Source: an optimization exercise on an open RTL-to-GDS flow (aim: small area and a short achievable clock period). Production flows keep margins and buffers that such runs may drop.
The RTL was checked by simulation tests, not by an equivalence proof against the original design.

==> trial 9: inputs <==
Design Two_neuron, start of the top module:
module Two_neuron (clk,reset,enable,wgt1,wgt2,inp,out_vector);
    input clk;
    input reset;
    input enable;
    input  [63:0] wgt1;
    input  [63:0] wgt2;
    input  [63:0] inp;
    output [63:0] out_vector;
    localparam [79:0] TAB_POS = {5'd16, 5'd15, 5'd15, 5'd15, 5'd15, 5'd14, 5'd14, 5'd14,
                                 5'd13, 5'd12, 5'd12, 5'd11, 5'd10, 5'd9,  5'd9,  5'd8};
    localparam [79:0] TAB_NEG = {5'd0,  5'd0,  5'd0,  5'd0,  5'd0,  5'd1,  5'd1,  5'd2,
                                 5'd2,  5'd3,  5'd3,  5'd4,  5'd5,  5'd6,  5'd7,  5'd8};
    function automatic [4:0] sig_pos;
        input sat;
        input [3:0] m;
        sig_pos = sat ? 5'd16 : TAB_POS[5*m +: 5];
    endfunction
    function automatic [4:0] sig_neg;
        input sat;
        input [3:0] m;
        sig_neg = sat ? 5'd0 : TAB_NEG[5*m +: 5];
    endfunction
    function automatic [4:0] sig_sel;
        input neg;
        input hi_any;       
  ...
clock: 25.0 ns
lec_check: 0
cap_margin: 20
core_margin: 2
core_utilization: 40
cts_buf_list: sky130_fd_sc_hd__clkbuf_4 sky130_fd_sc_hd__clkbuf_8
slew_margin: 20
synth_hierarchical: 1
synth_minimum_keep_size: 0
standard.sh (not shown) runs the stock make flow with config.mk's settings and CLKGATE_MAP_FILE= SYNTH_SCRIPT=/design/flow/synth_recipe.tcl, a recipe that flattens the netlist after the stock synthesis.
==> flow/flow/run.sh <==
#!/bin/bash
# The standard layout (the standard.sh, unchanged synthesis), with every input and
# output port buffered by a sky130_fd_sc_hd__buf_2 instead of the resizer's default pick.
set -e
export BUFFER_PORTS_ARGS="-buffer_cell sky130_fd_sc_hd__buf_2"
bash standard.sh > standard.log 2>&1
==> trial 17: changes against trial 9 <==
--- a/flow/config.mk
+++ b/flow/config.mk
@@ -9,5 +9,7 @@
 export CORE_MARGIN = 2
 export CORE_UTILIZATION = 40
-export CTS_BUF_LIST = sky130_fd_sc_hd__clkbuf_4 sky130_fd_sc_hd__clkbuf_8
+export CTS_BUF_LIST = sky130_fd_sc_hd__clkbuf_8 sky130_fd_sc_hd__clkbuf_16
+export CTS_CLUSTER_DIAMETER = 60
+export CTS_CLUSTER_SIZE = 20
 export SLEW_MARGIN = 20
 export SYNTH_HIERARCHICAL = 1
==> build 42: changes against trial 9 <==
--- a/flow/config.mk
+++ b/flow/config.mk
@@ -9,5 +9,7 @@
 export CORE_MARGIN = 2
 export CORE_UTILIZATION = 40
-export CTS_BUF_LIST = sky130_fd_sc_hd__clkbuf_4 sky130_fd_sc_hd__clkbuf_8
+export CTS_BUF_LIST = sky130_fd_sc_hd__clkbuf_8
+export CTS_CLUSTER_DIAMETER = 60
+export CTS_CLUSTER_SIZE = 20
 export SLEW_MARGIN = 20
 export SYNTH_HIERARCHICAL = 1
==> notes <==
Trial 9 passed the timing, design-rule and antenna checks. Build 42 completed without violations. Trial 17 finished clean. Via count: build 42 < trial 17 < trial 9. Sequential share of layout area, lowest first: trial 9, trial 17, build 42. In critical path depth, trial 9 and trial 17 do not differ. In area after synthesis, trial 9 and build 42 do not differ. Non-clock buffer count is the same in build 42 and trial 17.


==> run P: inputs <==
Another version of the RTL of Two_neuron (not shown whole).
Settings: LEC_CHECK=0, CAP_MARGIN=20, CORE_MARGIN=2, CORE_UTILIZATION=40, SLEW_MARGIN=20, SYNTH_HIERARCHICAL=1, SYNTH_MINIMUM_KEEP_SIZE=0; clock period 25.0 ns.
Scripts as last shown in full above: flow/flow/run.sh
==> inputs of run R, as changes to run P <==
--- a/flow/design.v
+++ b/flow/design.v
@@ -13,50 +13,41 @@
 module Two_neuron (clk,reset,enable,wgt1,wgt2,inp,out_vector);
     input clk;
     input reset;
     input enable;
     input  [63:0] wgt1;
     input  [63:0] wgt2;
     input  [63:0] inp;
     output [63:0] out_vector;
-    function automatic [4:0] sig_pos;
-        input sat;
-        input [3:0] m;
-        begin
-            if (sat) sig_pos = 5'd16;
-            else case (m)
-                4'd0: sig_pos = 5'd8;  4'd1: sig_pos = 5'd9;  4'd2: sig_pos = 5'd9;  4'd3: sig_pos = 5'd10;
-                4'd4: sig_pos = 5'd11; 4'd5: sig_pos = 5'd12; 4'd6: sig_pos = 5'd12; 4'd7: sig_pos = 5'd13;
-                4'd8: sig_pos = 5'd14; 4'd9: sig_pos = 5'd14; 4'd10: sig_pos = 5'd14; 4'd11: sig_pos = 5'd15;
-                4'd12: sig_pos = 5'd15; 4'd13: sig_pos = 5'd15; 4'd14: sig_pos = 5'd15; default: sig_pos = 5'd16;
-            endcase
-        end
-    endfunction
-    function automatic [4:0] sig_neg;
-        input sat;
-        input [3:0] m;
-        begin
-            if (sat) sig_neg = 5'd0;
-            else case (m)
-                4'd0: sig_neg = 5'd8;  4'd1: sig_neg = 5'd7;  4'd2: sig_neg = 5'd6;  4'd3: sig_neg = 5'd5;
-                4'd4: sig_neg = 5'd4;  4'd5: sig_neg = 5'd3;  4'd6: sig_neg = 5'd3;  4'd7: sig_neg = 5'd2;
-                4'd8: sig_neg = 5'd2;  4'd9: sig_neg = 5'd1;  4'd10: sig_neg = 5'd1; default: sig_neg = 5'd0;
-            endcase
-        end
-    endfunction
-    function automatic [4:0] sig_sel;
-        input neg;
-        input hi_any;       
-        input hi_all;       
-        input [7:0] lo;
+    function automatic [4:0] sigc;
+        input [18:0] v;
+        reg neg, sat;
+        reg [18:0] u;
         reg [8:0] t;
         begin
-            t = {1'b0, ~lo} + 9'd4;
-            sig_sel = neg ? sig_neg(~hi_all | t[8], t[7:4]) : sig_pos(hi_any, lo[7:4]);
+            neg = v[18];
+            u = neg ? ~v : v;
+            t = neg ? ({1'b0, u[7:0]} + 9'd4) : {1'b0, u[7:0]};
+            sat = (|u[17:8]) | t[8];
+            if (sat) sigc = neg ? 5'd0 : 5'd16;
+            else if (neg) begin
+                case (t[7:4])
+                    4'd0: sigc = 5'd8;  4'd1: sigc = 5'd7;  4'd2: sigc = 5'd6;  4'd3: sigc = 5'd5;
+                    4'd4: sigc = 5'd4;  4'd5: sigc = 5'd3;  4'd6: sigc = 5'd3;  4'd7: sigc = 5'd2;
+                    4'd8: sigc = 5'd2;  4'd9: sigc = 5'd1;  4'd10: sigc = 5'd1; default: sigc = 5'd0;
+                endcase
+            end else begin
+                case (t[7:4])
+                    4'd0: sigc = 5'd8;  4'd1: sigc = 5'd9;  4'd2: sigc = 5'd9;  4'd3: sigc = 5'd10;
+                    4'd4: sigc = 5'd11; 4'd5: sigc = 5'd12; 4'd6: sigc = 5'd12; 4'd7: sigc = 5'd13;
+                    4'd8: sigc = 5'd14; 4'd9: sigc = 5'd14; 4'd10: sigc = 5'd14; 4'd11: sigc = 5'd15;
+                    4'd12: sigc = 5'd15; 4'd13: sigc = 5'd15; 4'd14: sigc = 5'd15; default: sigc = 5'd16;
+                endcase
+            end
         end
     endfunction
     wire a1, a2, a3, a4, a5, a6, a7, a8, a9, a10, a11, a12, a13, a14, a15, a16;
     wire a17, a18, a19, a20, a21, a22, a23, a24, a25, a26, a27, a28, a29, a30, a31, a32;
     wire a33, a34, a35, a36, a37, a38, a39, a40, a41, a42, a43, a44, a45, a46, a47, a48;
     wire a49, a50, a51, a52, a53, a54, a55, a56, a57, a58, a59, a60, a61, a62, a63, a64;
     wire a65, a66, a67, a68, a69, a70, a71, a72, a73, a74, a75, a76, a77, a78, a79, a80;
     wire a81, a82, a83, a84, a85, a86, a87, a88, a89, a90, a91, a92, a93, a94, a95, a96;
@@ -707,18 +698,17 @@
     FA u_b9 (.a(q13_0), .b(q13_1), .c(q13_2), .s(b9), .co(b10));
     HA u_b11 (.a(q14_0), .b(q14_1), .s(b11), .co(b12));
     HA u_b13 (.a(q15_0), .b(q15_1), .s(b13), .co(b14));
     HA u_b15 (.a(q16_0), .b(q16_1), .s(b15), .co(b16));
     HA u_b17 (.a(q17_0), .b(q17_1), .s(b17), .co(b18));
     wire [18:0] n0 = {b18, b16, b14, b12, b11, b8, b6, b4, b3, b1, q8_0, q7_0, q6_0, q5_0, q4_0, q3_0, q2_0, q1_0, q0_0};
     wire [18:0] n1 = {1'b1, b17, b15, b13, b10, b9, b7, b5, b2, 1'b0, q8_1, q7_1, 1'b0, 1'b0, 1'b0, 1'b0, 1'b0, 1'b0, 1'b0};
     wire [18:0] np = n0 + n1;                  
-    wire [18:0] pp = ~np;                      
-    wire [4:0] hs = sig_sel(pp[18], |pp[17:8], &pp[17:8], pp[7:0]);
+    wire [4:0] hs = sigc(~np);
     wire [4:0] h = pv ? hs : 5'd0;
     wire h34 = h[3] | h[4];
     reg [14:0] zs0;
     reg [4:0] o0;
     wire [14:0] zt0 = clr ? 15'h7fff : zs0;
     wire m0_1, m0_2, m0_3, m0_4, m0_5, m0_6, m0_7, m0_8, m0_9, m0_10, m0_11, m0_12, m0_13, m0_14, m0_15, m0_16;
     wire m0_17, m0_18, m0_19, m0_20, m0_21, m0_22, m0_23, m0_24, m0_25, m0_26, m0_27, m0_28, m0_29, m0_30, m0_31, m0_32;
     wire m0_33, m0_34, m0_35, m0_36, m0_37, m0_38, m0_39, m0_40, m0_41, m0_42, m0_43, m0_44, m0_45, m0_46, m0_47, m0_48;
@@ -774,17 +764,17 @@
     assign m0_80 = zt0[12] | m0_76;
     assign m0_81 = ~(zt0[13] ^ m0_80);
     assign m0_82 = zt0[13] | m0_80;
     assign m0_83 = ~(zt0[14] ^ m0_82);
     wire [14:0] zn0 = {m0_83, m0_81, m0_79, m0_77, m0_73, m0_67, m0_54, m0_53, m0_36, m0_28, m0_27, m0_19, m0_11, m0_5, m0_1} + {1'b0, 1'b0, m0_78, m0_74, m0_68, m0_62, m0_61, m0_44, m0_43, m0_35, m0_20, 1'b0, 1'b0, 1'b0, 1'b0};
     always @(posedge clk) begin
         zs0 <= zn0;
         if (reset) o0 <= 5'd8;
-        else if (full) o0 <= sig_sel(~zn0[14], ~&zn0[13:8], ~|zn0[13:8], ~zn0[7:0]);
+        else if (full) o0 <= sigc({{4{~zn0[14]}}, ~zn0});
     end
     assign out_vector[7:0] = {3'b000, o0};
     reg [14:0] zs1;
     reg [4:0] o1;
     wire [14:0] zt1 = clr ? 15'h7fff : zs1;
     wire m1_1, m1_2, m1_3, m1_4, m1_5, m1_6, m1_7, m1_8, m1_9, m1_10, m1_11, m1_12, m1_13, m1_14, m1_15, m1_16;
     wire m1_17, m1_18, m1_19, m1_20, m1_21, m1_22, m1_23, m1_24, m1_25, m1_26, m1_27, m1_28, m1_29, m1_30, m1_31, m1_32;
     wire m1_33, m1_34, m1_35, m1_36, m1_37, m1_38, m1_39, m1_40, m1_41, m1_42, m1_43, m1_44, m1_45, m1_46, m1_47, m1_48;
@@ -840,17 +830,17 @@
     assign m1_80 = zt1[12] | m1_76;
     assign m1_81 = ~(zt1[13] ^ m1_80);
     assign m1_82 = zt1[13] | m1_80;
     assign m1_83 = ~(zt1[14] ^ m1_82);
     wire [14:0] zn1 = {m1_83, m1_81, m1_79, m1_77, m1_73, m1_67, m1_54, m1_53, m1_36, m1_28, m1_27, m1_19, m1_11, m1_5, m1_1} + {1'b0, 1'b0, m1_78, m1_74, m1_68, m1_62, m1_61, m1_44, m1_43, m1_35, m1_20, 1'b0, 1'b0, 1'b0, 1'b0};
     always @(posedge clk) begin
         zs1 <= zn1;
         if (reset) o1 <= 5'd8;
-        else if (full) o1 <= sig_sel(~zn1[14], ~&zn1[13:8], ~|zn1[13:8], ~zn1[7:0]);
+        else if (full) o1 <= sigc({{4{~zn1[14]}}, ~zn1});
     end
     assign out_vector[15:8] = {3'b000, o1};
     reg [14:0] zs2;
     reg [4:0] o2;
     wire [14:0] zt2 = clr ? 15'h7fff : zs2;
     wire m2_1, m2_2, m2_3, m2_4, m2_5, m2_6, m2_7, m2_8, m2_9, m2_10, m2_11, m2_12, m2_13, m2_14, m2_15, m2_16;
     wire m2_17, m2_18, m2_19, m2_20, m2_21, m2_22, m2_23, m2_24, m2_25, m2_26, m2_27, m2_28, m2_29, m2_30, m2_31, m2_32;
     wire m2_33, m2_34, m2_35, m2_36, m2_37, m2_38, m2_39, m2_40, m2_41, m2_42, m2_43, m2_44, m2_45, m2_46, m2_47, m2_48;
@@ -906,17 +896,17 @@
     assign m2_80 = zt2[12] | m2_76;
     assign m2_81 = ~(zt2[13] ^ m2_80);
     assign m2_82 = zt2[13] | m2_80;
     assign m2_83 = ~(zt2[14] ^ m2_82);
     wire [14:0] zn2 = {m2_83, m2_81, m2_79, m2_77, m2_73, m2_67, m2_54, m2_53, m2_36, m2_28, m2_27, m2_19, m2_11, m2_5, m2_1} + {1'b0, 1'b0, m2_78, m2_74, m2_68, m2_62, m2_61, m2_44, m2_43, m2_35, m2_20, 1'b0, 1'b0, 1'b0, 1'b0};
     always @(posedge clk) begin
         zs2 <= zn2;
         if (reset) o2 <= 5'd8;
-        else if (full) o2 <= sig_sel(~zn2[14], ~&zn2[13:8], ~|zn2[13:8], ~zn2[7:0]);
+        else if (full) o2 <= sigc({{4{~zn2[14]}}, ~zn2});
     end
     assign out_vector[23:16] = {3'b000, o2};
     reg [14:0] zs3;
     reg [4:0] o3;
     wire [14:0] zt3 = clr ? 15'h7fff : zs3;
     wire m3_1, m3_2, m3_3, m3_4, m3_5, m3_6, m3_7, m3_8, m3_9, m3_10, m3_11, m3_12, m3_13, m3_14, m3_15, m3_16;
     wire m3_17, m3_18, m3_19, m3_20, m3_21, m3_22, m3_23, m3_24, m3_25, m3_26, m3_27, m3_28, m3_29, m3_30, m3_31, m3_32;
     wire m3_33, m3_34, m3_35, m3_36, m3_37, m3_38, m3_39, m3_40, m3_41, m3_42, m3_43, m3_44, m3_45, m3_46, m3_47, m3_48;
@@ -972,17 +962,17 @@
     assign m3_80 = zt3[12] | m3_76;
     assign m3_81 = ~(zt3[13] ^ m3_80);
     assign m3_82 = zt3[13] | m3_80;
     assign m3_83 = ~(zt3[14] ^ m3_82);
     wire [14:0] zn3 = {m3_83, m3_81, m3_79, m3_77, m3_73, m3_67, m3_54, m3_53, m3_36, m3_28, m3_27, m3_19, m3_11, m3_5, m3_1} + {1'b0, 1'b0, m3_78, m3_74, m3_68, m3_62, m3_61, m3_44, m3_43, m3_35, m3_20, 1'b0, 1'b0, 1'b0, 1'b0};
     always @(posedge clk) begin
         zs3 <= zn3;
         if (reset) o3 <= 5'd8;
-        else if (full) o3 <= sig_sel(~zn3[14], ~&zn3[13:8], ~|zn3[13:8], ~zn3[7:0]);
+        else if (full) o3 <= sigc({{4{~zn3[14]}}, ~zn3});
     end
     assign out_vector[31:24] = {3'b000, o3};
     reg [14:0] zs4;
     reg [4:0] o4;
     wire [14:0] zt4 = clr ? 15'h7fff : zs4;
     wire m4_1, m4_2, m4_3, m4_4, m4_5, m4_6, m4_7, m4_8, m4_9, m4_10, m4_11, m4_12, m4_13, m4_14, m4_15, m4_16;
     wire m4_17, m4_18, m4_19, m4_20, m4_21, m4_22, m4_23, m4_24, m4_25, m4_26, m4_27, m4_28, m4_29, m4_30, m4_31, m4_32;
     wire m4_33, m4_34, m4_35, m4_36, m4_37, m4_38, m4_39, m4_40, m4_41, m4_42, m4_43, m4_44, m4_45, m4_46, m4_47, m4_48;
@@ -1038,17 +1028,17 @@
     assign m4_80 = zt4[12] | m4_76;
     assign m4_81 = ~(zt4[13] ^ m4_80);
     assign m4_82 = zt4[13] | m4_80;
     assign m4_83 = ~(zt4[14] ^ m4_82);
     wire [14:0] zn4 = {m4_83, m4_81, m4_79, m4_77, m4_73, m4_67, m4_54, m4_53, m4_36, m4_28, m4_27, m4_19, m4_11, m4_5, m4_1} + {1'b0, 1'b0, m4_78, m4_74, m4_68, m4_62, m4_61, m4_44, m4_43, m4_35, m4_20, 1'b0, 1'b0, 1'b0, 1'b0};
     always @(posedge clk) begin
         zs4 <= zn4;
         if (reset) o4 <= 5'd8;
-        else if (full) o4 <= sig_sel(~zn4[14], ~&zn4[13:8], ~|zn4[13:8], ~zn4[7:0]);
+        else if (full) o4 <= sigc({{4{~zn4[14]}}, ~zn4});
     end
     assign out_vector[39:32] = {3'b000, o4};
     reg [14:0] zs5;
     reg [4:0] o5;
     wire [14:0] zt5 = clr ? 15'h7fff : zs5;
     wire m5_1, m5_2, m5_3, m5_4, m5_5, m5_6, m5_7, m5_8, m5_9, m5_10, m5_11, m5_12, m5_13, m5_14, m5_15, m5_16;
     wire m5_17, m5_18, m5_19, m5_20, m5_21, m5_22, m5_23, m5_24, m5_25, m5_26, m5_27, m5_28, m5_29, m5_30, m5_31, m5_32;
     wire m5_33, m5_34, m5_35, m5_36, m5_37, m5_38, m5_39, m5_40, m5_41, m5_42, m5_43, m5_44, m5_45, m5_46, m5_47, m5_48;
@@ -1104,17 +1094,17 @@
     assign m5_80 = zt5[12] | m5_76;
     assign m5_81 = ~(zt5[13] ^ m5_80);
     assign m5_82 = zt5[13] | m5_80;
     assign m5_83 = ~(zt5[14] ^ m5_82);
     wire [14:0] zn5 = {m5_83, m5_81, m5_79, m5_77, m5_73, m5_67, m5_54, m5_53, m5_36, m5_28, m5_27, m5_19, m5_11, m5_5, m5_1} + {1'b0, 1'b0, m5_78, m5_74, m5_68, m5_62, m5_61, m5_44, m5_43, m5_35, m5_20, 1'b0, 1'b0, 1'b0, 1'b0};
     always @(posedge clk) begin
         zs5 <= zn5;
         if (reset) o5 <= 5'd8;
-        else if (full) o5 <= sig_sel(~zn5[14], ~&zn5[13:8], ~|zn5[13:8], ~zn5[7:0]);
+        else if (full) o5 <= sigc({{4{~zn5[14]}}, ~zn5});
     end
     assign out_vector[47:40] = {3'b000, o5};
     reg [14:0] zs6;
     reg [4:0] o6;
     wire [14:0] zt6 = clr ? 15'h7fff : zs6;
     wire m6_1, m6_2, m6_3, m6_4, m6_5, m6_6, m6_7, m6_8, m6_9, m6_10, m6_11, m6_12, m6_13, m6_14, m6_15, m6_16;
     wire m6_17, m6_18, m6_19, m6_20, m6_21, m6_22, m6_23, m6_24, m6_25, m6_26, m6_27, m6_28, m6_29, m6_30, m6_31, m6_32;
     wire m6_33, m6_34, m6_35, m6_36, m6_37, m6_38, m6_39, m6_40, m6_41, m6_42, m6_43, m6_44, m6_45, m6_46, m6_47, m6_48;
@@ -1170,17 +1160,17 @@
     assign m6_80 = zt6[12] | m6_76;
     assign m6_81 = ~(zt6[13] ^ m6_80);
     assign m6_82 = zt6[13] | m6_80;
     assign m6_83 = ~(zt6[14] ^ m6_82);
     wire [14:0] zn6 = {m6_83, m6_81, m6_79, m6_77, m6_73, m6_67, m6_54, m6_53, m6_36, m6_28, m6_27, m6_19, m6_11, m6_5, m6_1} + {1'b0, 1'b0, m6_78, m6_74, m6_68, m6_62, m6_61, m6_44, m6_43, m6_35, m6_20, 1'b0, 1'b0, 1'b0, 1'b0};
     always @(posedge clk) begin
         zs6 <= zn6;
         if (reset) o6 <= 5'd8;
-        else if (full) o6 <= sig_sel(~zn6[14], ~&zn6[13:8], ~|zn6[13:8], ~zn6[7:0]);
+        else if (full) o6 <= sigc({{4{~zn6[14]}}, ~zn6});
     end
     assign out_vector[55:48] = {3'b000, o6};
     reg [14:0] zs7;
     reg [4:0] o7;
     wire [14:0] zt7 = clr ? 15'h7fff : zs7;
     wire m7_1, m7_2, m7_3, m7_4, m7_5, m7_6, m7_7, m7_8, m7_9, m7_10, m7_11, m7_12, m7_13, m7_14, m7_15, m7_16;
     wire m7_17, m7_18, m7_19, m7_20, m7_21, m7_22, m7_23, m7_24, m7_25, m7_26, m7_27, m7_28, m7_29, m7_30, m7_31, m7_32;
     wire m7_33, m7_34, m7_35, m7_36, m7_37, m7_38, m7_39, m7_40, m7_41, m7_42, m7_43, m7_44, m7_45, m7_46, m7_47, m7_48;
@@ -1236,12 +1226,12 @@
     assign m7_80 = zt7[12] | m7_76;
     assign m7_81 = ~(zt7[13] ^ m7_80);
     assign m7_82 = zt7[13] | m7_80;
     assign m7_83 = ~(zt7[14] ^ m7_82);
     wire [14:0] zn7 = {m7_83, m7_81, m7_79, m7_77, m7_73, m7_67, m7_54, m7_53, m7_36, m7_28, m7_27, m7_19, m7_11, m7_5, m7_1} + {1'b0, 1'b0, m7_78, m7_74, m7_68, m7_62, m7_61, m7_44, m7_43, m7_35, m7_20, 1'b0, 1'b0, 1'b0, 1'b0};
     always @(posedge clk) begin
         zs7 <= zn7;
         if (reset) o7 <= 5'd8;
-        else if (full) o7 <= sig_sel(~zn7[14], ~&zn7[13:8], ~|zn7[13:8], ~zn7[7:0]);
+        else if (full) o7 <= sigc({{4{~zn7[14]}}, ~zn7});
     end
     assign out_vector[63:56] = {3'b000, o7};
 endmodule
==> flow/run.sh (new file) <==
#!/bin/bash
# synth_recipe.tcl (not shown) runs the flow's synth.tcl, then flattens the netlist and writes it again
# the make line also repeats each setting of config.mk as NAME=value (left out here)
make -C /OpenROAD-flow-scripts/flow DESIGN_CONFIG=/design/flow/config.mk WORK_HOME=/design/flow/orfs CLKGATE_MAP_FILE= SYNTH_SCRIPT=/design/flow/synth_recipe.tcl finish
removed: flow/flow/run.sh
removed: flow/standard.sh
==> impl_metrics.toml <==
[grt]
grt.met2_usage_pct = 39.8

[synthesis]
netlist_area_um2 = 34200

[finish]
bufAreaShareNonClock_pct = 3.43

[run_status]
status = "complete, no violations"

[floorplanning]
rows = 107

[timing]
max_freq_mhz = 108

[routing]
drtIter0Drc = 1424
wl_met2_um = 48600
(the above is from run P)
==> impl_metrics.toml <==
[run_status]
status = "complete, no violations"

[grt]
grt.met2_usage_pct = 40.0

[finish]
bufAreaShareNonClock_pct = 6.37

[timing]
max_freq_mhz = 97.0

[routing]
wl_met2_um = 50800

[synthesis]
netlist_area_um2 = 35000
(the above is from run R)

what the ideal ports hide:
The results above use ideal ports. As a check the final layouts listed here were re-extracted and re-timed, cells and wires unchanged.
Step 1, drivers: a clkbuf_16 drives clk and a buf_2 each remaining input, both assumed.
Step 2 times the ports against the registers' clock, not the clock port: input delays grow and output delays shrink by t, the midpoint of the rising clock arrivals with the driver on.
Three values: ideal ports, drivers, drivers and shift; two values: the first two.
run | shift t [ns] | setup slack, ns | worst register clock-pin slew, ns | pins driven straight from the clock port
trial 9 | 0.700 | 16.155 / 16.169 / 15.469 | 0.07 / 0.07 | 1
trial 17 | 0.658 | 16.117 / 16.115 / 15.457 | 0.08 / 0.08 | 1
build 42 | 0.724 | 16.186 / 16.194 / 15.470 | 0.11 / 0.11 | 1
run P | 0.652 | 15.773 / 15.813 / 15.161 | 0.07 / 0.07 | 1
run R | 0.653 | 14.691 / 14.691 / 14.556 | 0.07 / 0.07 | 1
After both steps setup and hold are still met in every run listed. For build 42, which loses most, drivers alone change the setup slack by +0.008 ns; drivers and shift together by -0.716 ns.
